What follows belongs to an exercise in optimizing a design on an open flow for a short achievable clock period and few clock cycles; a production flow would make more cautious choices.
Where RTL was checked, it was by simulation tests only, not by an equivalence proof against the original.
No activity file was given, so power comes from the tool's default toggle rates.

==> inputs of yarrow <==
Design cpu, start of the top module:
module cpu (
    input  logic       CLOCK
  , input  logic       RESET
  , input  logic [7:0] read_bus
  , output logic [3:0] ctrl_bus
  , output logic [7:0] addr_bus
  , output logic [7:0] write_bus
  , output logic [7:0] OUT
);
  logic [7:0] a, sp, last;
  logic       fc, fz, fs, fo, fu;
  logic [7:0] addr_q, wd_q;
  logic       wr_q;
  logic [7:0] fp;                   
  logic       fpx;
  logic [7:0] ra;                   
  logic [4:0] hb, hbm1, hbp1, hbp2;  
  logic [7:0] b_d [0:3];
  logic [7:0] b_a [0:3];
  logic [2:0] b_n [0:3];            
  logic [1:0] b_j [0:3];            
  logic [1:0] rp, wp;
  logic [3:0] qt;                   
  logic       pv;                   
  logic       rv;                   
  logic       ph;                   
  localparam logic [1:0] X_EX = 2'd0, X_A1 = 2'd1, X_A2 = 2'd2, X_A3 = 2'd3;
  logic       xv;
  logic [1:0] xs;
  logic       p_add, p_cmp, p_push, p_pop, p_alu, p_z, p_jcc;
  logic       p_r1, p_r2, p_w, p_wimm, p_dsta, p_dstsp;
  logic       p_ya, p_ysp, p_yimm, p_xa, p_xsp;
  logic       sx_a, sx_sp, sx_rb;   
  logic [4:0] syp, syn;             
  logic [1:0] p_r1s, p_r2s;         
  logic [7:0] p_sb, p_db, p_oa;     
  logic [3:0] p_cc;
  logic       p_off;               
  logic [7:0] i_y;
  assign addr_bus  = addr_q;
  assign write_bus = wd_q;
  assign ctrl_bus  = {2'b00, wr_q, 1'b0};
  assign OUT       = a;
  function automatic logic [7:0] inc8(input logic [7:0] x);
    logic [7:0] c;
    c[0] = 1'b1;
    c[1] = x[0];
    c[2] = &x[1:0];
    c[3] = &x[2:0];
    c[4] = &x[3:0];
    c[5] = &x[4:0];
    c[6] = &x[5:0];
    c[7] = &x[6:0];
    inc8 = x ^ c;
  endfunction
  function automatic logic [7:0] dec8(input logic [7:0] x);
    logic [7:0] b;
    b[0] = 1'b1;
    b[1] = ~x[0];
    b[2] = ~|x[1:0];
    b[3] = ~|x[2:0];
    b[4] = ~|x[3:0];
    b[5] = ~|x[4:0];
    b[6] = ~|x[5:0];
    b[7] = ~|x[6:0];
    dec8 = x ^ b;
  endfunction
  function automatic logic [8:0] add8(input logic [7:0] x, input logic [7:0] y, input logic ci);
    logic [7:0] g, p, t;
  ...
Settings: LEC_CHECK=0, CAP_MARGIN=20, CORE_MARGIN=2, CORE_UTILIZATION=40, SETUP_SLACK_MARGIN=2.0, SLEW_MARGIN=20; clock period 4.0 ns.
run.sh (not shown) runs the stock make flow with config.mk's settings and CLKGATE_MAP_FILE= SYNTH_SCRIPT=/design/flow/synth_recipe.tcl, a recipe that flattens the netlist after the stock synthesis.
==> nickel: changes against yarrow <==
--- a/flow/design.v
+++ b/flow/design.v
@@ -24,19 +24,17 @@
   logic       pv;                   
   logic       rv;                   
   logic       ph;                   
   localparam logic [1:0] X_EX = 2'd0, X_A1 = 2'd1, X_A2 = 2'd2, X_A3 = 2'd3;
   logic       xv;
   logic [1:0] xs;
   logic       p_add, p_cmp, p_push, p_pop, p_alu, p_z, p_jcc;
   logic       p_r1, p_r2, p_w, p_wimm, p_dsta, p_dstsp;
-  logic       p_ya, p_ysp, p_yimm, p_xa, p_xsp;
-  logic       sx_a, sx_sp, sx_rb;   
-  logic [4:0] syp, syn;             
+  logic       p_ya, p_ysp, p_xa, p_xsp;
   logic [1:0] p_r1s, p_r2s;         
   logic [7:0] p_sb, p_db, p_oa;     
   logic [3:0] p_cc;
   logic       p_off;               
   logic [7:0] i_y;
   assign addr_bus  = addr_q;
   assign write_bus = wd_q;
   assign ctrl_bus  = {2'b00, wr_q, 1'b0};
@@ -189,36 +187,40 @@
     case (xs)
       X_EX:    x_done = xv & ~p_r1 & ~p_r2;
       X_A3:    x_done = 1'b1;
       default: x_done = 1'b0;
     endcase
   end
   logic x_alu;
   assign x_alu = x_done & p_alu;
-  logic [7:0] e_x, yy;
+  logic [7:0] e_x, e_y;
   always_comb begin
-    e_x = ({8{sx_a}} & a) | ({8{sx_sp}} & sp) | ({8{sx_rb}} & read_bus);
-    yy  = ({8{syp[0]}} & a) | ({8{syp[1]}} & sp) | ({8{syp[2]}} & p_sb)
-        | ({8{syp[3]}} & read_bus) | ({8{syp[4]}} & i_y)
-        | ({8{syn[0]}} & ~a) | ({8{syn[1]}} & ~sp) | ({8{syn[2]}} & ~p_sb)
-        | ({8{syn[3]}} & ~read_bus) | ({8{syn[4]}} & ~i_y);
+    if (xs == X_A3 & p_r2) e_x = read_bus;
+    else if (p_xa) e_x = a;
+    else if (p_xsp) e_x = sp;
+    else e_x = 8'd0;
+    if (xs == X_A3 & p_r1) e_y = p_r2 ? i_y : read_bus;
+    else if (p_ya) e_y = a;
+    else if (p_ysp) e_y = sp;
+    else e_y = p_sb;
   end
-  logic [7:0] sum, res;
+  logic [7:0] yy, sum, res;
   logic       c8, s8;
   logic       n_c, n_z, n_s, n_o, n_u;
   always_comb begin
+    yy = p_cmp ? ~e_y : e_y;
     {c8, sum} = add8(e_x, yy, p_cmp);
     s8 = e_x[7] ^ yy[7] ^ c8;
-    n_c = p_cmp ? (c8 & (yy != 8'hff)) : c8;
+    n_c = p_cmp ? (c8 & (e_y != 8'd0)) : c8;
     n_z = ((e_x ^ yy) == {(e_x[6:0] | yy[6:0]), p_cmp});
     n_s = sum[7];
     n_o = ~s8 & sum[7];
     n_u = s8 & ~sum[7];
-    res = p_add ? sum : p_cmp ? last : yy;
+    res = p_add ? sum : p_cmp ? last : e_y;
   end
   logic [7:0] sp_inc, sp_dec;
   assign sp_inc = inc8(sp);
   assign sp_dec = dec8(sp);
   logic x_whit;
   always_comb begin
     logic hit_db, hit_sp;
     hit_db = (p_db[7] | (p_db[6] & p_db[5])) & ((p_db[7:3] == hb) | (p_db[7:3] == hbp1));
@@ -279,35 +281,32 @@
   always_comb begin
     qt_n = ({4{ch[0]}} & {av4, av3, av2, av1})
          | ({4{ch[1]}} & {1'b0, av4, av3, av2})
          | ({4{ch[2]}} & {2'b00, av4, av3})
          | ({4{ch[3]}} & {3'b000, av4});
     if (redir) qt_n = 4'd0;
   end
   always_ff @(posedge CLOCK) begin
-    logic [4:0] ysel;
     if (RESET) begin
       a <= 8'd0; sp <= 8'h80; last <= 8'd0;
       fc <= 1'b0; fz <= 1'b0; fs <= 1'b0; fo <= 1'b0; fu <= 1'b0;
       addr_q <= 8'd0; wd_q <= 8'd0; wr_q <= 1'b0;
       fp <= 8'd0; fpx <= 1'b0; ra <= 8'd0;
       hb <= 5'd0; hbm1 <= 5'h1f; hbp1 <= 5'd1; hbp2 <= 5'd2;
       rp <= 2'd0; wp <= 2'd0;
       qt <= 4'd0; pv <= 1'b1; rv <= 1'b0; ph <= 1'b0;
       for (int i = 0; i < 4; i++) begin
         b_d[i] <= 8'd0; b_a[i] <= 8'd0; b_n[i] <= 3'd0; b_j[i] <= 2'd0;
       end
       xv <= 1'b0; xs <= X_EX;
       p_add <= 1'b0; p_cmp <= 1'b0; p_push <= 1'b0; p_pop <= 1'b0; p_alu <= 1'b0;
       p_z <= 1'b0; p_jcc <= 1'b0;
       p_r1 <= 1'b0; p_r2 <= 1'b0; p_w <= 1'b0; p_wimm <= 1'b0; p_dsta <= 1'b0; p_dstsp <= 1'b0;
-      p_ya <= 1'b0; p_ysp <= 1'b0; p_yimm <= 1'b0; p_xa <= 1'b0; p_xsp <= 1'b0;
-      sx_a <= 1'b0; sx_sp <= 1'b0; sx_rb <= 1'b0;
-      syp <= 5'd0; syn <= 5'd0;
+      p_ya <= 1'b0; p_ysp <= 1'b0; p_xa <= 1'b0; p_xsp <= 1'b0;
       p_r1s <= 2'd0; p_r2s <= 2'd0;
       p_sb <= 8'd0; p_db <= 8'd0; p_oa <= 8'd0; p_cc <= 4'd0; p_off <= 1'b0;
       i_y <= 8'd0;
     end else begin
       if (rv) begin
         b_d[wp] <= read_bus; b_a[wp] <= ra; b_n[wp] <= rb_n; b_j[wp] <= rb_j;
       end
       qt <= qt_n;
@@ -365,38 +364,28 @@
         X_EX: if (xv & (p_r1 | p_r2)) xs <= X_A1;
         X_A1: xs <= (p_r1 & p_r2) ? X_A2 : X_A3;
         X_A2: begin
           i_y <= read_bus;
           xs <= X_A3;
         end
         default: xs <= X_EX;
       endcase
-      if ((xs == X_A1 & ~(p_r1 & p_r2)) | xs == X_A2) begin
-        sx_rb <= p_r2; sx_a <= ~p_r2 & p_xa; sx_sp <= ~p_r2 & p_xsp;
-        ysel = {p_r1 & p_r2, p_r1 & ~p_r2, ~p_r1 & p_yimm, ~p_r1 & p_ysp, ~p_r1 & p_ya};
-        syp <= ysel & {5{~p_cmp}};
-        syn <= ysel & {5{p_cmp}};
-      end
       if (dload) ph <= d_hlt;
       if (x_free) begin
         xv <= dload;
         p_add <= d_add; p_cmp <= d_cmp; p_push <= d_push; p_pop <= d_pop;
         p_alu <= d_mac | d_push | d_pop;
         p_z <= d_jmp | d_jcc | d_nop | d_hlt;
         p_jcc <= d_jcc | d_jmp;
         p_oa <= ph ? va0 : va1;
         p_r1 <= d_r1; p_r2 <= d_r2; p_w <= d_w; p_wimm <= has_db;
         p_dsta <= d_dsta; p_dstsp <= d_dstsp;
-        p_ya <= sm == 3'b000; p_ysp <= sm == 3'b100; p_yimm <= sm[1:0] == 2'b11;
+        p_ya <= sm == 3'b000; p_ysp <= sm == 3'b100;
         p_xa <= dm == 3'b000; p_xsp <= dm == 3'b100;
-        sx_a <= dm == 3'b000; sx_sp <= dm == 3'b100; sx_rb <= 1'b0;
-        ysel = {2'b00, sm[1:0] == 2'b11, sm == 3'b100, sm == 3'b000};
-        syp <= ysel & {5{~d_cmp}};
-        syn <= ysel & {5{d_cmp}};
         p_r1s <= d_pop ? 2'd1 : (sm[1:0] == 2'b10) ? 2'd2 : {1'b0, sm[2]};
         p_r2s <= (dm[1:0] == 2'b10) ? 2'd2 : {1'b0, dm[2]};
         p_sb <= sb; p_db <= db; p_cc <= d_jmp ? 4'b1010 : o[3:0];
         p_off <= sb != 8'd0;
       end
     end
   end
 endmodule
==> maple: changes against yarrow <==
==> flow/design.v (replaced) <==
module cpu (
    input  logic       CLOCK
  , input  logic       RESET
  , input  logic [7:0] read_bus
  , output logic [3:0] ctrl_bus
  , output logic [7:0] addr_bus
  , output logic [7:0] write_bus
  , output logic [7:0] OUT
);
  logic [7:0] a, sp, last;
  logic       fc, fz, fs, fo, fu;
  logic [7:0] addr_q, wd_q;
  logic       wr_q;
  logic [7:0] fp;                   
  logic       fpx;
  logic [7:0] ra;                   
  logic [4:0] hb, hbm1, hbp1, hbp2;  
  logic [7:0] b_d [0:3];
  logic [7:0] b_a [0:3];
  logic [7:0] b_t [0:3];            
  logic [2:0] b_n [0:3];            
  logic [1:0] b_j [0:3];            
  logic [1:0] rp, wp;
  logic [3:0] qt;                   
  logic       pv;                   
  logic       rv;                   
  logic       ph;                   
  localparam logic [1:0] X_EX = 2'd0, X_A1 = 2'd1, X_A2 = 2'd2, X_A3 = 2'd3;
  logic       xv;
  logic [1:0] xs;
  logic       p_add, p_cmp, p_push, p_pop, p_alu, p_z, p_jcc;
  logic       p_r1, p_r2, p_w, p_wimm, p_dsta, p_dstsp;
  logic       p_ya, p_ysp, p_xa, p_xsp;
  logic [1:0] p_r1s, p_r2s;         
  logic [7:0] p_sb, p_db, p_tgt;
  logic [3:0] p_cc;
  logic [7:0] i_y;
  assign addr_bus  = addr_q;
  assign write_bus = wd_q;
  assign ctrl_bus  = {2'b00, wr_q, 1'b0};
  assign OUT       = a;
  function automatic logic [2:0] opnb(input logic [7:0] o);
    logic mac, push, pop, jmp, jcc, hs, hd, n1, n2;
    logic [2:0] dm;
    mac  = ~(o[7] & o[6]);
    push = o[7:3] == 5'b11000;
    pop  = o[7:3] == 5'b11001;
    jmp  = o == 8'b11010000;
    jcc  = o[7:4] == 4'b1110;
    dm   = pop ? o[2:0] : o[5:3];
    hs   = (mac | push) & o[1];
    hd   = (mac | pop) & (dm[1:0] == 2'b10);
    n2   = hs & hd;
    n1   = jmp | jcc | (hs ^ hd);
    opnb = {n2, n1, ~n1 & ~n2};
  endfunction
  logic [2:0] rb_n;
  logic [1:0] rb_j;
  logic [7:0] rb_t;
  assign rb_n = opnb(read_bus);
  assign rb_j = {read_bus == 8'b11010000, read_bus[7:4] == 4'b1110};
  assign rb_t = ra + read_bus + 8'd1;
  logic [7:0] vq0, vq1, vq2, vt0, vt1, va0;
  logic [2:0] vn0;
  logic [1:0] vj0;
  always_comb begin
    vq0 = qt[0] ? b_d[rp] : read_bus;
    vt0 = qt[0] ? b_t[rp] : rb_t;
    vn0 = qt[0] ? b_n[rp] : rb_n;
    vj0 = qt[0] ? b_j[rp] : rb_j;
    va0 = qt[0] ? b_a[rp] : ra;
    vq1 = qt[1] ? b_d[rp + 2'd1] : read_bus;
    vt1 = qt[1] ? b_t[rp + 2'd1] : rb_t;
    vq2 = qt[2] ? b_d[rp + 2'd2] : read_bus;
  end
  logic av1, av2, av3, av4;         
  assign av1 = qt[0] | rv;
  assign av2 = qt[1] | (qt[0] & rv);
  assign av3 = qt[2] | (qt[1] & rv);
  assign av4 = qt[3] | (qt[2] & rv);
  logic [7:0] fa, hd;
  assign fa = fpx ? fp : fp + 8'd1;
  assign hd = qt[0] ? b_a[rp] : rv ? ra : pv ? addr_q : fa;
  function automatic logic cond(input logic [3:0] cc, input logic c, input logic z,
                                input logic s, input logic v);
    logic b;
    case (cc[3:1])
      3'd0: b = v;
      3'd1: b = c;
      3'd2: b = z;
      3'd3: b = c | z;
      3'd4: b = s;
      3'd5: b = 1'b0;
      3'd6: b = s ^ v;
      default: b = z | (s ^ v);
    endcase
    cond = (cc[3:1] == 3'd5) | (b ^ cc[0]);
  endfunction
  logic [7:0] o;
  assign o = vq0;
  logic d_mac, d_add, d_cmp, d_push, d_pop, d_jmp, d_jcc, d_nop, d_hlt;
  always_comb begin
    d_mac  = ~(o[7] & o[6]);
    d_add  = o[7:6] == 2'b01;
    d_cmp  = o[7:6] == 2'b10;
    d_push = o[7:3] == 5'b11000;
    d_pop  = o[7:3] == 5'b11001;
    d_jmp  = vj0[1];
    d_jcc  = vj0[0];
    d_nop  = o == 8'b11111110;
    d_hlt  = o[7:6] == 2'b11 & ~(d_push | d_pop | d_jmp | d_jcc | d_nop);
  end
  logic [2:0] sm, dm;
  assign sm = o[2:0];
  assign dm = d_pop ? o[2:0] : o[5:3];
  logic has_sb, has_db, d_r1, d_r2, d_w, d_dsta, d_dstsp;
  always_comb begin
    has_sb  = (d_mac | d_push) & sm[1];
    has_db  = (d_mac | d_pop) & (dm[1:0] == 2'b10);
    d_r1    = ((d_mac | d_push) & (sm[1:0] == 2'b01 | sm[1:0] == 2'b10)) | d_pop;
    d_r2    = (d_add | d_cmp) & (dm[1:0] == 2'b01 | dm[1:0] == 2'b10);
    d_w     = has_db | ((d_mac | d_pop) & dm == 3'b101) | d_push;
    d_dsta  = (d_mac | d_pop) & dm == 3'b000;
    d_dstsp = (d_mac | d_pop) & dm == 3'b100;
  end
  logic bytes_ok;
  always_comb begin
    if (ph) bytes_ok = vn0[2] ? av2 : av1;
    else    bytes_ok = vn0[2] ? av3 : vn0[1] ? av2 : av1;
  end
  logic [3:0] cons_h;
  assign cons_h = ph ? {1'b0, vn0} : {vn0, 1'b0};
  logic [7:0] sb, db;
  always_comb begin
    sb = ph ? vq0 : vq1;
    case ({~ph, has_sb})
      2'b00:   db = vq0;
      2'b01,
      2'b10:   db = vq1;
      default: db = vq2;
    endcase
  end
  logic [7:0] d_tgt;
  assign d_tgt = ph ? vt0 : vt1;
  logic d_stable;
  assign d_stable = ~(xv & (p_add | p_cmp));
  logic d_jres, d_jtaken;
  assign d_jres   = d_jmp | (d_jcc & d_stable);
  assign d_jtaken = d_jmp | (d_jcc & d_stable & cond(o[3:0], fc, fz, fs, fo));
  logic x_done;
  always_comb begin
    case (xs)
      X_EX:    x_done = xv & ~p_r1 & ~p_r2;
      X_A3:    x_done = 1'b1;
      default: x_done = 1'b0;
    endcase
  end
  logic x_alu;
  assign x_alu = x_done & p_alu;
  logic [7:0] e_x, e_y;
  always_comb begin
    if (xs == X_A3 & p_r2) e_x = read_bus;
    else if (p_xa) e_x = a;
    else if (p_xsp) e_x = sp;
    else e_x = 8'd0;
    if (xs == X_A3 & p_r1) e_y = p_r2 ? i_y : read_bus;
    else if (p_ya) e_y = a;
    else if (p_ysp) e_y = sp;
    else e_y = p_sb;
  end
  logic [7:0] yy, sum, res;
  logic       c8, s8;
  logic       n_c, n_z, n_s, n_o, n_u;
  always_comb begin
    yy = p_cmp ? ~e_y : e_y;
    {c8, sum} = {1'b0, e_x} + {1'b0, yy} + {8'd0, p_cmp};
    s8 = e_x[7] ^ yy[7] ^ c8;
    n_c = p_cmp ? (c8 & (e_y != 8'd0)) : c8;
    n_z = ((e_x ^ yy) == {(e_x[6:0] | yy[6:0]), p_cmp});
    n_s = sum[7];
    n_o = ~s8 & sum[7];
    n_u = s8 & ~sum[7];
    res = p_add ? sum : p_cmp ? last : e_y;
  end
  logic [7:0] sp_inc, sp_dec;
  assign sp_inc = sp + 8'd1;
  assign sp_dec = sp - 8'd1;
  logic x_whit;
  always_comb begin
    logic hit_db, hit_sp;
    hit_db = (p_db[7] | (p_db[6] & p_db[5])) & ((p_db[7:3] == hb) | (p_db[7:3] == hbp1));
    hit_sp = (sp[7] | (sp[6] & (sp[5] | sp[4:0] == 5'h1f)))
           & ((sp[7:3] == hbm1) | (sp[7:3] == hb) | (sp[7:3] == hbp1) | (sp[7:3] == hbp2));
    x_whit = p_wimm ? hit_db : hit_sp;
  end
  logic [7:0] x_waddr;
  always_comb begin
    if (p_wimm) x_waddr = p_db;
    else if (p_push) x_waddr = sp_dec;
    else if (p_pop) x_waddr = sp_inc;
    else x_waddr = sp;
  end
  logic       x_rq, x_rqw;
  logic [7:0] x_addr;
  always_comb begin
    x_rq = 1'b0; x_rqw = 1'b0; x_addr = x_waddr;
    if (xv & xs == X_EX & p_r1) begin
      x_rq = 1'b1;
      x_addr = p_r1s == 2'd0 ? a : p_r1s == 2'd1 ? sp : p_sb;
    end else if (xv & xs == X_EX & p_r2) begin
      x_rq = 1'b1;
      x_addr = p_r2s == 2'd0 ? a : p_r2s == 2'd1 ? sp : p_db;
    end else if (xs == X_A1 & p_r1 & p_r2) begin
      x_rq = 1'b1;
      x_addr = p_r2s == 2'd0 ? a : p_r2s == 2'd1 ? sp : p_db;
    end else if (x_done & p_w) begin
      x_rq = 1'b1; x_rqw = 1'b1;
    end
  end
  logic xjt, xwh, xfl;
  assign xjt = xv & xs == X_EX & p_jcc & cond(p_cc, fc, fz, fs, fo);
  assign xwh = x_done & p_w & x_whit;
  assign xfl = xjt | xwh;
  logic x_free, dload, dredir, redir;
  assign x_free = ~xv | x_done;
  assign dload  = bytes_ok & x_free & ~xfl;
  assign dredir = dload & d_jtaken;
  assign redir  = xfl | dredir;
  logic [3:0] ch;                   
  assign ch = dload ? cons_h : 4'b0001;
  logic [7:0] rd_a;
  always_comb begin
    if (xjt) rd_a = p_tgt;
    else if (xwh) rd_a = hd;
    else rd_a = d_tgt;
  end
  logic room;
  always_comb begin
    case ({pv, rv})
      2'b00: room = ~qt[3];
      2'b11: room = ~qt[1];
      default: room = ~qt[2];
    endcase
  end
  logic [3:0] qt_n;
  always_comb begin
    qt_n = ({4{ch[0]}} & {av4, av3, av2, av1})
         | ({4{ch[1]}} & {1'b0, av4, av3, av2})
         | ({4{ch[2]}} & {2'b00, av4, av3})
         | ({4{ch[3]}} & {3'b000, av4});
    if (redir) qt_n = 4'd0;
  end
  always_ff @(posedge CLOCK) begin
    if (RESET) begin
      a <= 8'd0; sp <= 8'h80; last <= 8'd0;
      fc <= 1'b0; fz <= 1'b0; fs <= 1'b0; fo <= 1'b0; fu <= 1'b0;
      addr_q <= 8'd0; wd_q <= 8'd0; wr_q <= 1'b0;
      fp <= 8'd0; fpx <= 1'b0; ra <= 8'd0;
      hb <= 5'd0; hbm1 <= 5'h1f; hbp1 <= 5'd1; hbp2 <= 5'd2;
      rp <= 2'd0; wp <= 2'd0;
      qt <= 4'd0; pv <= 1'b1; rv <= 1'b0; ph <= 1'b0;
      for (int i = 0; i < 4; i++) begin
        b_d[i] <= 8'd0; b_a[i] <= 8'd0; b_t[i] <= 8'd0; b_n[i] <= 3'd0; b_j[i] <= 2'd0;
      end
      xv <= 1'b0; xs <= X_EX;
      p_add <= 1'b0; p_cmp <= 1'b0; p_push <= 1'b0; p_pop <= 1'b0; p_alu <= 1'b0;
      p_z <= 1'b0; p_jcc <= 1'b0;
      p_r1 <= 1'b0; p_r2 <= 1'b0; p_w <= 1'b0; p_wimm <= 1'b0; p_dsta <= 1'b0; p_dstsp <= 1'b0;
      p_ya <= 1'b0; p_ysp <= 1'b0; p_xa <= 1'b0; p_xsp <= 1'b0;
      p_r1s <= 2'd0; p_r2s <= 2'd0;
      p_sb <= 8'd0; p_db <= 8'd0; p_tgt <= 8'd0; p_cc <= 4'd0;
      i_y <= 8'd0;
    end else begin
      if (rv) begin
        b_d[wp] <= read_bus; b_a[wp] <= ra; b_t[wp] <= rb_t; b_n[wp] <= rb_n; b_j[wp] <= rb_j;
      end
      qt <= qt_n;
      rv <= pv & ~redir;
      ra <= addr_q;
      if (redir) begin
        rp <= 2'd0; wp <= 2'd0;
      end else begin
        wp <= wp + {1'b0, rv};
        case (1'b1)
          ch[1]:   rp <= rp + 2'd1;
          ch[2]:   rp <= rp + 2'd2;
          ch[3]:   rp <= rp + 2'd3;
          default: rp <= rp;
        endcase
      end
      hb <= hd[7:3];
      hbm1 <= hd[7:3] - 5'd1;
      hbp1 <= hd[7:3] + 5'd1;
      hbp2 <= hd[7:3] + 5'd2;
      if (x_rq) begin
        addr_q <= x_addr;
        wr_q   <= x_rqw;
        if (x_rqw) wd_q <= res;
        pv     <= 1'b0;
        if (redir) begin fp <= rd_a; fpx <= 1'b1; end
      end else if (redir) begin
        addr_q <= rd_a;
        wr_q   <= 1'b0;
        pv     <= 1'b1;
        fp     <= rd_a;
        fpx    <= 1'b0;
      end else if (room) begin
        addr_q <= fa;
        wr_q   <= 1'b0;
        pv     <= 1'b1;
        fp     <= fa;
        fpx    <= 1'b0;
      end else begin
        wr_q   <= 1'b0;
        pv     <= 1'b0;
      end
      if (x_alu) begin
        last <= res;
        if (p_dsta) a <= res;
        if (p_dstsp) sp <= res;
        else if (p_push) sp <= sp_dec;
        else if (p_pop) sp <= sp_inc;
        if (p_add | p_cmp) begin
          fc <= n_c; fz <= n_z; fs <= n_s; fo <= n_o; fu <= n_u;
        end
      end
      if (xv & xs == X_EX & p_z) last <= 8'd0;
      case (xs)
        X_EX: if (xv & (p_r1 | p_r2)) xs <= X_A1;
        X_A1: xs <= (p_r1 & p_r2) ? X_A2 : X_A3;
        X_A2: begin
          i_y <= read_bus;
          xs <= X_A3;
        end
        default: xs <= X_EX;
      endcase
      if (dload) ph <= d_hlt;
      if (x_free) begin
        xv <= dload;
        p_add <= d_add; p_cmp <= d_cmp; p_push <= d_push; p_pop <= d_pop;
        p_alu <= d_mac | d_push | d_pop;
        p_z <= d_jmp | d_jcc | d_nop | d_hlt;
        p_jcc <= d_jcc & ~d_jres;
        p_r1 <= d_r1; p_r2 <= d_r2; p_w <= d_w; p_wimm <= has_db;
        p_dsta <= d_dsta; p_dstsp <= d_dstsp;
        p_ya <= sm == 3'b000; p_ysp <= sm == 3'b100;
        p_xa <= dm == 3'b000; p_xsp <= dm == 3'b100;
        p_r1s <= d_pop ? 2'd1 : (sm[1:0] == 2'b10) ? 2'd2 : {1'b0, sm[2]};
        p_r2s <= (dm[1:0] == 2'b10) ? 2'd2 : {1'b0, dm[2]};
        p_sb <= sb; p_db <= db; p_tgt <= d_tgt; p_cc <= o[3:0];
      end
    end
  end
endmodule
- SETUP_SLACK_MARGIN: 2.0 -> not set
==> comparison <==
Via count: yarrow is higher than maple (3.3%). Against nickel, the cell area of maple is smaller by about 9%. The highest final cell count belongs to yarrow, the lowest to nickel. Clock-buffer cell count, highest first: yarrow, maple, nickel. In nickel the sequential power is lower than in maple, by about 9%.
Testbench counts of maple, summed over its fixed seeds: cycles 22,212.
Only the layout flow was run in yarrow and nickel; the RTL was not checked for function there.

[what the ideal ports hide]
How much do the figures lean on ideal ports? The routed layouts below were timed once more, with nothing changed but the port constraints. Step 1 assumes that a clkbuf_16 drives the clock port and a buf_2 every other input. Step 2 times the ports against the registers' clock, not the clock port: input delays grow and output delays shrink by t, the midpoint of the rising clock arrivals with the driver on. Three values: ideal ports, drivers, drivers and shift; two values: the first two.
run	t, ns	slack for setup (ns)	worst slew at a driven data input, ns
yarrow	0.611	1.065 / 1.078 / 0.479	0.06
nickel	0.611	1.001 / 1.001 / 0.629	0.05
maple	0.627	0.322 / 0.353 / -0.273	0.06
Met with ideal ports but missed after step 2: setup timing in maple. The setup slack of maple, which loses most, moves by +0.031 ns with the drivers and by -0.595 ns with both steps.
